Background: an optimization exercise with open tools, aiming at small area, a short achievable clock period and few clock cycles. Do not read the settings as production practice.
No functional check of the RTL was part of any run shown here.
No activity file was given, so power comes from the tool's default toggle rates.

==> design/flow/design.v <==
module gt16(
    input  wire [15:0] a,
    input  wire [15:0] b,
    output wire        y
);
    wire [15:0] g = a & ~b;
    wire [15:0] l = ~a & b;
    wire [7:0] g1, l1;
    wire [3:0] g2, l2;
    wire [1:0] g3, l3;
    genvar i;
    generate
        for (i = 0; i < 8; i = i + 1) begin : s1
            assign g1[i] = g[2*i+1] | (~l[2*i+1] & g[2*i]);
            assign l1[i] = l[2*i+1] | (~g[2*i+1] & l[2*i]);
        end
        for (i = 0; i < 4; i = i + 1) begin : s2
            assign g2[i] = g1[2*i+1] | (~l1[2*i+1] & g1[2*i]);
            assign l2[i] = l1[2*i+1] | (~g1[2*i+1] & l1[2*i]);
        end
        for (i = 0; i < 2; i = i + 1) begin : s3
            assign g3[i] = g2[2*i+1] | (~l2[2*i+1] & g2[2*i]);
            assign l3[i] = l2[2*i+1] | (~g2[2*i+1] & l2[2*i]);
        end
    endgenerate
    assign y = g3[1] | (~l3[1] & g3[0]);
endmodule
module max16(
    input  wire [15:0] a,
    input  wire [15:0] b,
    output wire [15:0] y
);
    wire gt;
    gt16 u_gt (.a(a), .b(b), .y(gt));
    assign y = gt ? a : b;
endmodule
module fmax16(
    input  wire [15:0] a,
    input  wire [15:0] b,
    input  wire        ka,
    input  wire        kb,
    output wire [15:0] y
);
    wire gt;
    gt16 u_gt (.a(a), .b(b), .y(gt));
    assign y = (!kb && (ka || gt)) ? a : b;
endmodule
module top(
    input  wire        clk,
    input  wire        rst,
    input  wire [63:0] i_data,
    input  wire        start,
    output wire [15:0] address,
    output reg         o_valid,
    output reg  [63:0] out_data,
    output reg         out_valid,
    output reg         done,
    output reg  [15:0] o_address,
    output wire [9:0]  done_cnt
);
    reg  [6:0] n;
    reg  [2:0] m;           
    reg        done_r;
    wire [6:0] n1 = n + 7'd1;
    assign address  = {9'd0, n};
    assign done_cnt = {9'd0, done_r};
    reg row0;               
    reg hopf;               
    reg flush;              
    reg left, right;        
    always @(posedge clk) begin
        if (rst || !start) begin
            n       <= 7'd0;
            m       <= 3'd0;
            o_valid <= 1'b1;
            row0    <= 1'b0;
            hopf    <= 1'b0;
            flush   <= 1'b0;
            left    <= 1'b0;
            right   <= 1'b0;
        end else if (n != 7'd112) begin
            n       <= n1;
            m       <= (m == 3'd4) ? 3'd0 : m + 3'd1;
            o_valid <= (n1 < 7'd100);
            row0    <= (n1 >= 7'd1)  && (n1 < 7'd6);
            hopf    <= (n1 >= 7'd2)  && (n1 < 7'd12);
            flush   <= (n1 >= 7'd101);
            left    <= (m == 3'd1);            
            right   <= (m == 3'd0);            
        end
    end
    always @(posedge clk) begin
        if (rst) begin
            out_valid <= 1'b0;
            done      <= 1'b0;
            done_r    <= 1'b0;
        end else begin
            out_valid <= start && (n >= 7'd12) && (n <= 7'd111);
            done      <= start && (n == 7'd111);
            if (start && n == 7'd111) done_r <= 1'b1;
        end
    end
    reg  [255:0] ring [0:4];    
    wire [255:0] head = ring[4];
    wire [63:0]  hQ = head[255:192], hR = head[191:128], hS = head[127:64], hY = head[63:0];
    wire [255:0] r0 = ring[0];
    wire [63:0]  r0R = r0[255:192], r0S = r0[191:128], r0P = r0[127:64], r0X = r0[63:0];
    wire [63:0]  x = i_data;
    wire [63:0]  vout, pn, q1;
    genvar j;
    generate
        for (j = 0; j < 4; j = j + 1) begin : col
            fmax16 u_v (.a(hQ[16*j +: 16]), .b(x[16*j +: 16]), .ka(flush), .kb(1'b0), .y(vout[16*j +: 16]));
            fmax16 u_p (.a(hY[16*j +: 16]), .b(x[16*j +: 16]), .ka(flush), .kb(row0), .y(pn[16*j +: 16]));
            fmax16 u_q (.a(r0R[16*j +: 16]), .b(r0P[16*j +: 16]), .ka(1'b0), .kb(hopf), .y(q1[16*j +: 16]));
        end
    endgenerate
    always @(posedge clk) begin
        ring[0] <= {hR, hS, pn, x};
        ring[1] <= {q1, r0S, r0P, r0X};
        ring[2] <= ring[1];
        ring[3] <= ring[2];
        ring[4] <= ring[3];
    end
    wire [63:0] V = vout;
    reg  [15:0] sp2, sp3, ss1, ss2, sq3;     
    reg  [15:0] ps2, pq3;                    
    wire [15:0] q0 = V[15:0], q1v = V[31:16], q2 = V[47:32], q3 = V[63:48];
    wire [15:0] p1, s2, p2, p3, s1, o0, o1, o2, o3;
    max16  u_p1 (.a(q0),  .b(q1v), .y(p1));
    max16  u_s2 (.a(q2),  .b(q3),  .y(s2));
    max16  u_p2 (.a(p1),  .b(q2),  .y(p2));
    max16  u_p3 (.a(p1),  .b(s2),  .y(p3));
    max16  u_s1 (.a(q1v), .b(s2),  .y(s1));
    fmax16 u_o0 (.a(sp2), .b(ps2), .ka(left),  .kb(1'b0), .y(o0));
    fmax16 u_o1 (.a(sp3), .b(pq3), .ka(left),  .kb(1'b0), .y(o1));
    fmax16 u_o2 (.a(sp3), .b(q0),  .ka(right), .kb(1'b0), .y(o2));
    fmax16 u_o3 (.a(ss1), .b(p1),  .ka(right), .kb(1'b0), .y(o3));
    always @(posedge clk) begin
        sp2       <= p2;
        sp3       <= p3;
        ss1       <= s1;
        ss2       <= s2;
        sq3       <= q3;
        ps2       <= ss2;
        pq3       <= sq3;
        out_data  <= {o3, o2, o1, o0};
        o_address <= {9'd0, n - 7'd12};
    end
endmodule
==> design/flow/flow/run.sh <==
#!/bin/bash
# The standard layout (bash standard.sh), with two changes to how it is made; the clock,
# the SDC and the synthesis are unchanged:
#  - timing repair aims at a setup slack of 11.5 ns instead of 0, so the resizer keeps
#    shortening the critical paths well below the 16 ns clock period;
#  - the port buffers are buf_4 cells rather than the resizer's default choice.
set -euo pipefail
bash standard.sh SETUP_SLACK_MARGIN=11.5 "BUFFER_PORTS_ARGS=-buffer_cell sky130_fd_sc_hd__buf_4" "CTS_ARGS=-sink_clustering_enable -repair_clock_nets -buf_list sky130_fd_sc_hd__clkbuf_8 -sink_clustering_size 16 -sink_clustering_max_diameter 50 -dont_use_dummy_load" finish > standard_flow.log 2>&1
==> design/flow/standard.sh <==
#!/bin/bash
# synth_recipe.tcl (not shown) runs the flow's synth.tcl, then flattens the netlist and writes it again
# the make line also repeats each setting of config.mk as NAME=value (left out here)
make -C /OpenROAD-flow-scripts/flow DESIGN_CONFIG=/design/flow/config.mk WORK_HOME=/design/flow/orfs CLKGATE_MAP_FILE= SYNTH_SCRIPT=/design/flow/synth_recipe.tcl "${@:-finish}"
==> design/flow/config.mk <==
export PLATFORM = sky130hd
export DESIGN_NAME = top
export DESIGN_NICKNAME = top
export VERILOG_FILES = /design/flow/design.v
export SDC_FILE = /design/flow/constraint.sdc
export NUM_CORES = 4
export LEC_CHECK = 0
export CAP_MARGIN = 20
export CORE_MARGIN = 2
export CORE_UTILIZATION = 40
export SLEW_MARGIN = 20
export SYNTH_HIERARCHICAL = 1
==> design/flow/constraint.sdc <==
create_clock -name core_clock -period 16.0 [get_ports {clk}]
set_input_delay 3.2000 -clock core_clock [delete_from_list [all_inputs] [get_ports {clk}]]
set_output_delay 3.2000 -clock core_clock [all_outputs]
set_load 0.01 [all_outputs]
==> flow_summary.json, run 1 <==
{
  "outcome": "finished clean",
  "fp.dieW_um": 330,
  "via_per_inst": 4.46,
  "endpoint_kind": "register",
  "wl_per_cell_um": 17.4,
  "ios": 176,
  "rsz0062_at_grt": "yes",
  "tns_ns": 0,
  "utilization": 0.468,
  "crit_end": "out_data[55]",
  "fin_nets": 3393,
  "grt_pass1_wl_mm": 123,
  "num_rows": 119,
  "fmax_ghz": 0.124,
  "place.gp.congestion": 0.829,
  "yosysTopAreaCellShare": 0.697,
  "r2r_slack_ns": 10.09,
  "crit_arrival_ns": 8.65,
  "cts_buffers": 119,
  "wl_mm": 81.8,
  "vias": 21005,
  "reg2reg_depth": 22,
  "core-area_mm2": 0.105,
  "ys_types": 55,
  "die-area_mm2": 0.109,
  "ant_nets": 0,
  "hold_viol": 0,
  "io_buffers": 148,
  "slew_headroom": 0.443,
  "synth-edff-count": 0,
  "syn2layout_area_growth_pct": 15.9,
  "hold_depth": 0,
  "die_h_um": 330,
  "syn_avg_cell_area_um2": 14.4,
  "clkTransAtPathRegs_ns": 0.09,
  "clock-sinks": 1482,
  "leakage_nw": 21.1,
  "final_cell_mix": "1424 x dfxtp_1, 279 x mux2_4, 217 x inv_1",
  "grt_pass1_vias": 20943,
  "first_pass_iters": 24,
  "period_needed_ns": 8.05,
  "drt_iter0_markers": 995,
  "gr-usage-all-layers": 0.150,
  "initial_core_util": 0.404,
  "synth_seq_cells": 1482,
  "insertion_delay_ns": 0.79,
  "htreeDepth": 3,
  "async_flop_share": 0,
  "route.detailed.drc": 0,
  "skew_ns": 0.0630,
  "worstSetupPathType": "in2reg",
  "cts_tree": "yes",
  "ys_seq_area_frac": 0.697,
  "syn_area_mm2": 0.0426,
  "worstSetupStartpointType": "input port",
  "worst_slew_pin_slew_ns": 0.833,
  "final_common_cell": "dfxtp_1",
  "grt_overflow": 0,
  "worstPathMaxFanout": 7,
  "startpoint": "i_data[4]",
  "synth_ff_type": "dfxtp_1",
  "r2r_start": "ring[4][213]",
  "yosys.area.top_type": "dfxtp_1",
  "peakVddDrop_mv": 0.0912,
  "r2r_end": "out_data[55]",
  "cap_violations": 0,
  "cts.path.max_buffers": 3,
  "antenna_found_initial": 2,
  "synth_area_leaders": "dfxtp_1 70%, mux2_4 7.4%, maj3_1 4.4%",
  "grt_max_degree": 17,
  "synth_warnings": 8,
  "maxSlewViolCount": 0,
  "setup_viol": 0,
  "drive_above_1_share": 0.306,
  "hpwlAfterDp_mm": 56.8,
  "worst_ep_required_time_ns": 16.61,
  "finalCritPeriodShare": 0.503,
  "root_buffer": "clkbuf_8",
  "synth_cells": 2953,
  "p_per_area_mw_per_mm2": 186,
  "hold_path_class": "reg2reg"
}
layer usage:
| metal | vias to the layer above | GRT usage | routed length, um |
|---|---|---|---|
| li1 | 10445 | - | - |
| met4 | 0 | 0.0623 | 2850 |
| met5 | - | 0 | 0 |
| met3 | 163 | 0.0255 | 3070 |
| met2 | 337 | 0.243 | 37700 |
| met1 | 10060 | 0.197 | 38100 |
power breakdown:
| part | switching [mW] | internal (mW) |
|---|---|---|
| combinational | 1.20 | 1.54 |
| clock | 1.06 | 0.659 |
| sequential | 0.345 | 4.38 |
Yosys stat by module, one instance, submodules excluded:
| module | flip-flops and latches | times used | area, um^2 | cells |
|---|---|---|---|---|
| top | 1482 | 1 | 30600 | 1630 |
| gt16 | 0 | 21 | 313 | 45 |
| fmax16 | 0 | 16 | 256 | 18 |
| max16 | 0 | 5 | 249 | 18 |
Yosys cell counts, types with 3 or more instances:
library cell	number
inv_2	21
nand2b_1	105
a22o_1	21
mux2_4	210
xnor2_1	5
nor2_1	5
o211a_1	21
nand2_1	34
nand3b_1	3
o21ai_0	3
a221oi_1	42
a21oi_1	57
a31oi_1	24
clkbuf_1	7
o31ai_1	3
buf_4	28
nand3_1	8
dfxtp_1	1482
buf_6	6
o21bai_4	16
o22ai_1	21
ha_1	9
maj3_1	189
mux2_2	126
nor3_1	4
o221ai_1	22
xor2_1	3
nor2b_1	128
a211oi_1	21
maj3_2	63
inv_1	218
buf_12	21
worst max-delay path, cell delays in order:
cell and delay, ns:
buf_12 0.11, nand2b_4 0.12, maj3_2 0.30, maj3_2 0.31, maj3_2 0.35, a31oi_4 0.17, o21bai_4 0.09, buf_6 0.14
mux2_4 0.34, nor2b_4 0.14, maj3_2 0.29, maj3_2 0.34, a221oi_4 0.34, a31oi_4 0.11, buf_12 0.18, mux2_4 0.32
nand2b_4 0.14, maj3_2 0.29, maj3_2 0.29, maj3_2 0.33, a31oi_4 0.17, o21bai_4 0.11, buf_12 0.17, mux2_4 0.29
stage by stage:
step / power [mW] / hold slack, ns / cells / setup WS (ns) / area [um^2]
finish: 9.19 / 0.269 / 4712 / 7.95 / 49300
global route: 9.64 / 0.266 / 4709 / 7.85 / 49300
CTS: 9.23 / 0.277 / 4683 / 7.98 / 48900
detailed placement: 7.05 / 0.312 / 4471 / 5.92 / 45500
global placement: 7.03 / 0.310 / 4471 / 6.00 / 45500
floorplan: 6.43 / 0.310 / 2991 / 7.47 / 43300
final cells by class:
cell class	instances	area, um^2
clock buffer	119	1640
antenna	6	15.0
multi-input combinational	1205	12400
fill	9299	56100
tap	1391	1740
inverter	240	903
timing repair buffer	269	2750
sequential	1482	29800
repair_timing:
| action | CTS | global route |
|---|---|---|
| pin swaps | 49 | 45 |
| hold buffers | 0 | 0 |
| cloned | 7 | 0 |
| buffers inserted | 86 | 23 |
| setup endpoints to repair | 236 | 197 |
| gates resized for setup | 236 | 53 |
sequential cells by signal, summed over array words and instances, names as in the netlist, 3 cells and up:
signal / cells
m: 3
n: 7
pq3: 16
ring: 1280
ss2: 16
ps2: 16
out_data: 64
o_address: 7
ss1: 16
sp3: 16
sq3: 16
sp2: 16
worst min-delay path by stage:
| stage | from | slack (ns) | endpoint |
|---|---|---|---|
| after detailed placement | ring[0][30] | 0.31 | ring[1][30] |
| final | ring[2][156] | 0.27 | ring[3][156] |
| after global routing | ring[2][156] | 0.27 | ring[3][156] |
| after floorplan | sq3[0] | 0.31 | pq3[0] |
| after global placement | ring[1][24] | 0.31 | ring[2][24] |
| after CTS | ring[2][156] | 0.28 | ring[3][156] |
kinds of logic (layout without fill, tap and decap cells):
group,count (synthesis),after routing,share of synthesized area
AOI/OAI and AO/OA,262,262,0.0497
xor gates and xnor gates,8,8,0.00165
adders and majority gates,261,261,0.0638
buffers and inverters,304,628,0.0385
DFF,1482,1482,0.697
muxes,337,337,0.108
other,1,45,0.0000881
and+or+nand+nor,298,298,0.0416
==> run 2, diff against run 1 <==
--- a/design/flow/design.v
+++ b/design/flow/design.v
@@ -78,15 +78,15 @@
             flush   <= 1'b0;
             left    <= 1'b0;
             right   <= 1'b0;
-        end else if (n != 7'd112) begin
+        end else if (n != 7'd113) begin
             n       <= n1;
             m       <= (m == 3'd4) ? 3'd0 : m + 3'd1;
             o_valid <= (n1 < 7'd100);
             row0    <= (n1 >= 7'd1)  && (n1 < 7'd6);
             hopf    <= (n1 >= 7'd2)  && (n1 < 7'd12);
             flush   <= (n1 >= 7'd101);
-            left    <= (m == 3'd1);            
-            right   <= (m == 3'd0);            
+            left    <= (m == 3'd2);            
+            right   <= (m == 3'd1);            
         end
     end
     always @(posedge clk) begin
@@ -95,9 +95,9 @@
             done      <= 1'b0;
             done_r    <= 1'b0;
         end else begin
-            out_valid <= start && (n >= 7'd12) && (n <= 7'd111);
-            done      <= start && (n == 7'd111);
-            if (start && n == 7'd111) done_r <= 1'b1;
+            out_valid <= start && (n >= 7'd13) && (n <= 7'd112);
+            done      <= start && (n == 7'd112);
+            if (start && n == 7'd112) done_r <= 1'b1;
         end
     end
     reg  [255:0] ring [0:4];    
@@ -122,7 +122,8 @@
         ring[3] <= ring[2];
         ring[4] <= ring[3];
     end
-    wire [63:0] V = vout;
+    reg  [63:0] Vr;
+    wire [63:0] V = Vr;
     reg  [15:0] sp2, sp3, ss1, ss2, sq3;     
     reg  [15:0] ps2, pq3;                    
     wire [15:0] q0 = V[15:0], q1v = V[31:16], q2 = V[47:32], q3 = V[63:48];
@@ -137,6 +138,7 @@
     fmax16 u_o2 (.a(sp3), .b(q0),  .ka(right), .kb(1'b0), .y(o2));
     fmax16 u_o3 (.a(ss1), .b(p1),  .ka(right), .kb(1'b0), .y(o3));
     always @(posedge clk) begin
+        Vr        <= vout;
         sp2       <= p2;
         sp3       <= p3;
         ss1       <= s1;
@@ -145,6 +147,6 @@
         ps2       <= ss2;
         pq3       <= sq3;
         out_data  <= {o3, o2, o1, o0};
-        o_address <= {9'd0, n - 7'd12};
+        o_address <= {9'd0, n - 7'd13};
     end
 endmodule
==> flow_summary.json, run 2 <==
{
  "synth_compound_area_frac": 0.0478,
  "synthXorXnorAreaFrac": 0.00260,
  "hold_viol": 0,
  "reg2reg_depth": 15,
  "fin_nets": 3398,
  "final_common_cell": "dfxtp_1",
  "endpoint_kind": "register",
  "via_per_inst": 4.46,
  "hpwlAfterDp_mm": 58.1,
  "cts_buffers": 134,
  "synth_ff_type": "dfxtp_1",
  "final_cell_mix": "1478 x dfxtp_1, 217 x inv_1, 213 x mux2_4",
  "met3_length_mm": 3.73,
  "worstPathMaxFanout": 7,
  "hold_path_class": "reg2reg",
  "peakVddDrop_mv": 0.108,
  "synth_warnings": 8,
  "grt_pass1_vias": 20540,
  "slew_headroom": 0.359,
  "synth_cells": 3019,
  "synthMostInstantiatedCell": "dfxtp_1",
  "cap_violations": 0,
  "clkTransAtPathRegs_ns": 0.09,
  "p_per_area_mw_per_mm2": 185,
  "wl_mm": 82.1,
  "netlist_top_cells_count": "1546 x dfxtp_1, 217 x inv_1, 210 x mux2_4",
  "drive_above_1_share": 0.272,
  "maxSlewViolCount": 0,
  "ant_nets": 0,
  "tns_ns": 0,
  "vias": 21116,
  "crit_arrival_ns": 5.13,
  "num_rows": 121,
  "holdBufCountCts": 0,
  "initial_core_util": 0.403,
  "fmax_ghz": 0.220,
  "muxShareOfSynthArea": 0.104,
  "antenna_found_initial": 4,
  "insertion_delay_ns": 0.81,
  "io_buffers": 148,
  "worstSetupStartpointType": "input port",
  "place.gp.congestion": 0.798,
  "ys_types": 48,
  "ios": 176,
  "fillCellCount": 9681,
  "largest_register_ffs": 1280,
  "grt_max_degree": 19,
  "fin_cells": 4737,
  "die-area_mm2": 0.112,
  "hold_depth": 0,
  "setup_viol": 0,
  "worstSetupPathType": "in2reg",
  "regMostFlops": "ring",
  "grt_overflow": 0,
  "routed.top_layer": "met4",
  "leakage_nw": 20.9,
  "async_flop_share": 0,
  "syn_avg_cell_area_um2": 14.5,
  "dpl.cell_count": 4557,
  "met2_length_mm": 36.1,
  "p_total_mw": 9.18,
  "die_h_um": 335,
  "cts.path.max_buffers": 3,
  "skew_ns": 0.107,
  "synth-edff-count": 0,
  "yosys.area_share.simple": 0.0404,
  "rsz0062_at_grt": "yes",
  "cts_tree": "yes",
  "syn2layout_area_growth_pct": 12.9,
  "worst_ep_required_time_ns": 16.58,
  "synth_seq_cells": 1546,
  "fp.dieW_um": 335,
  "core-area_mm2": 0.109,
  "grt_pass1_wl_mm": 122,
  "finalCritPeriodShare": 0.284,
  "worst_slew_pin_slew_ns": 0.961,
  "reg_top3": "ring (1280), Vr (64), out_data (64)",
  "ys_seq_area_frac": 0.706,
  "synthAdderAreaFrac": 0.0616,
  "yosys.area.top_type": "dfxtp_1",
  "first_pass_iters": 4,
  "period_needed_ns": 4.55,
  "syn_area_mm2": 0.0439,
  "synth_top_family_by_area": "multiplexers",
  "htreeDepth": 4,
  "route.detailed.drc": 0,
  "outcome": "finished clean",
  "wl_per_cell_um": 17.3,
  "drt_iter0_markers": 874,
  "met1Wirelength_mm": 39.3,
  "root_buffer": "clkbuf_8",
  "place_area_mm2": 0.0465,
  "gr-usage-all-layers": 0.145,
  "stdcell_area_mm2": 0.0495,
  "yosysTopAreaCellShare": 0.706,
  "synth_area_leaders": "dfxtp_1 71%, mux2_4 7.2%, maj3_1 4.3%",
  "clock-sinks": 1546
}
==> run 2: worst paths after layout <==
kind | startpoint | to | slack (ns)
min | ring[4][78] | ring[0][142] | 0.25
max | i_data[36] | Vr[40] | 11.45
max reg2reg | Vr[12] | out_data[60] | 11.62
min reg2reg | ring[4][78] | ring[0][142] | 0.25
==> run 2: kinds of logic (layout without fill, tap and decap cells) <==
group                    after synthesis  in the layout
buffers and inverters                304            568
AO/OA/AOI/OAI                        256            256
AND/OR/NAND/NOR                      303            303
XOR/XNOR                              13             13
flip-flops                          1546           1546
multiplexers                         336            336
adder cells (fa/ha/maj)              260            260
other                                  1             41
==> run 2: worst max-delay path, cell delays in order <==
cell	delay (ns)
buf_12	0.11
nand2b_4	0.13
maj3_2	0.29
maj3_2	0.30
maj3_2	0.35
a31oi_4	0.16
o21bai_4	0.11
buf_12	0.19
mux2_4	0.29
==> run 2: what timing repair did <==
action                                  in CTS  in global routing
pin swaps                                   17                 23
gates resized for setup                    177                 41
endpoints found under the setup margin     248                190
setup buffers                               29                 11
gates cloned                                 1                  3
==> run 2: metrics by stage <==
step | utilization | hold slack (ns) | setup slack, ns
2_1_floorplan | - | 0.310 | 10.91
5_1_grt | 0.455 | 0.247 | 11.42
4_1_cts | 0.452 | 0.263 | 11.27
3_5_place_dp | 0.427 | 0.312 | 10.36
6_report | 0.455 | 0.255 | 11.45
3_3_place_gp | 0.427 | 0.310 | 10.38
==> run 2: final cells by class <==
cell class                 instances  area [um^2]  share of cell area
sequential                      1546        31100               0.628
tap                             1414         1770              0.0357
antenna                            2         5.00            0.000101
clock buffer                     134         1840              0.0372
multi-input combinational       1207        11900               0.240
inverter                         238          893              0.0180
timing repair buffer             196         2030              0.0410
==> run 2: Yosys stat by module, one instance, submodules excluded <==
module / copies in the design / cells / flops+latches / area, um^2
max16: 5 / 18 / 0 / 249
fmax16: 16 / 18 / 0 / 256
gt16: 21 / 45 / 0 / 313
top: 1 / 1696 / 1546 / 31900
==> run 2: power by group <==
group	total [mW]	switching (mW)	leakage (nW)	internal (mW)
combinational	2.30	1.00	6.88	1.29
clock	1.87	1.12	0.963	0.748
sequential	5.01	0.430	13.1	4.58
total	9.18	2.55	20.9	6.63
==> run 2: metal layers <==
layer  up-vias  track usage
met1     10042        0.193
met5         -            0
met4         0       0.0629
met3       162       0.0337
met2       378        0.226
li1      10534            -

[separate check: timing with driven ports]
The results above use ideal ports. As a check the final layouts listed here were re-extracted and re-timed, cells and wires unchanged.
Step 1 sets driving cells, clkbuf_16 on the clock port and buf_2 on the other inputs (assumed; they add their load-dependent delay and slew).
Step 2 moves the port delays by t, midway between the first and last clock arrival at a register: inputs arrive t later, outputs are due t later. That takes back most of the time a late clock gives input paths.
Three values: no drivers, after step 1, after step 2; two values: the first two.
run	t, ns	slack for setup (ns)	worst setup path after step 2	worst register clock-pin slew, ns
run 1	0.818	7.953 / 7.948 / 7.131	input to register	0.10 / 0.10
run 2	0.828	11.451 / 11.424 / 10.638	input to register	0.10 / 0.10
After both steps setup and hold are still met in every run listed. The setup slack of run 1, which loses most, moves by -0.005 ns with the drivers and by -0.822 ns with both steps.
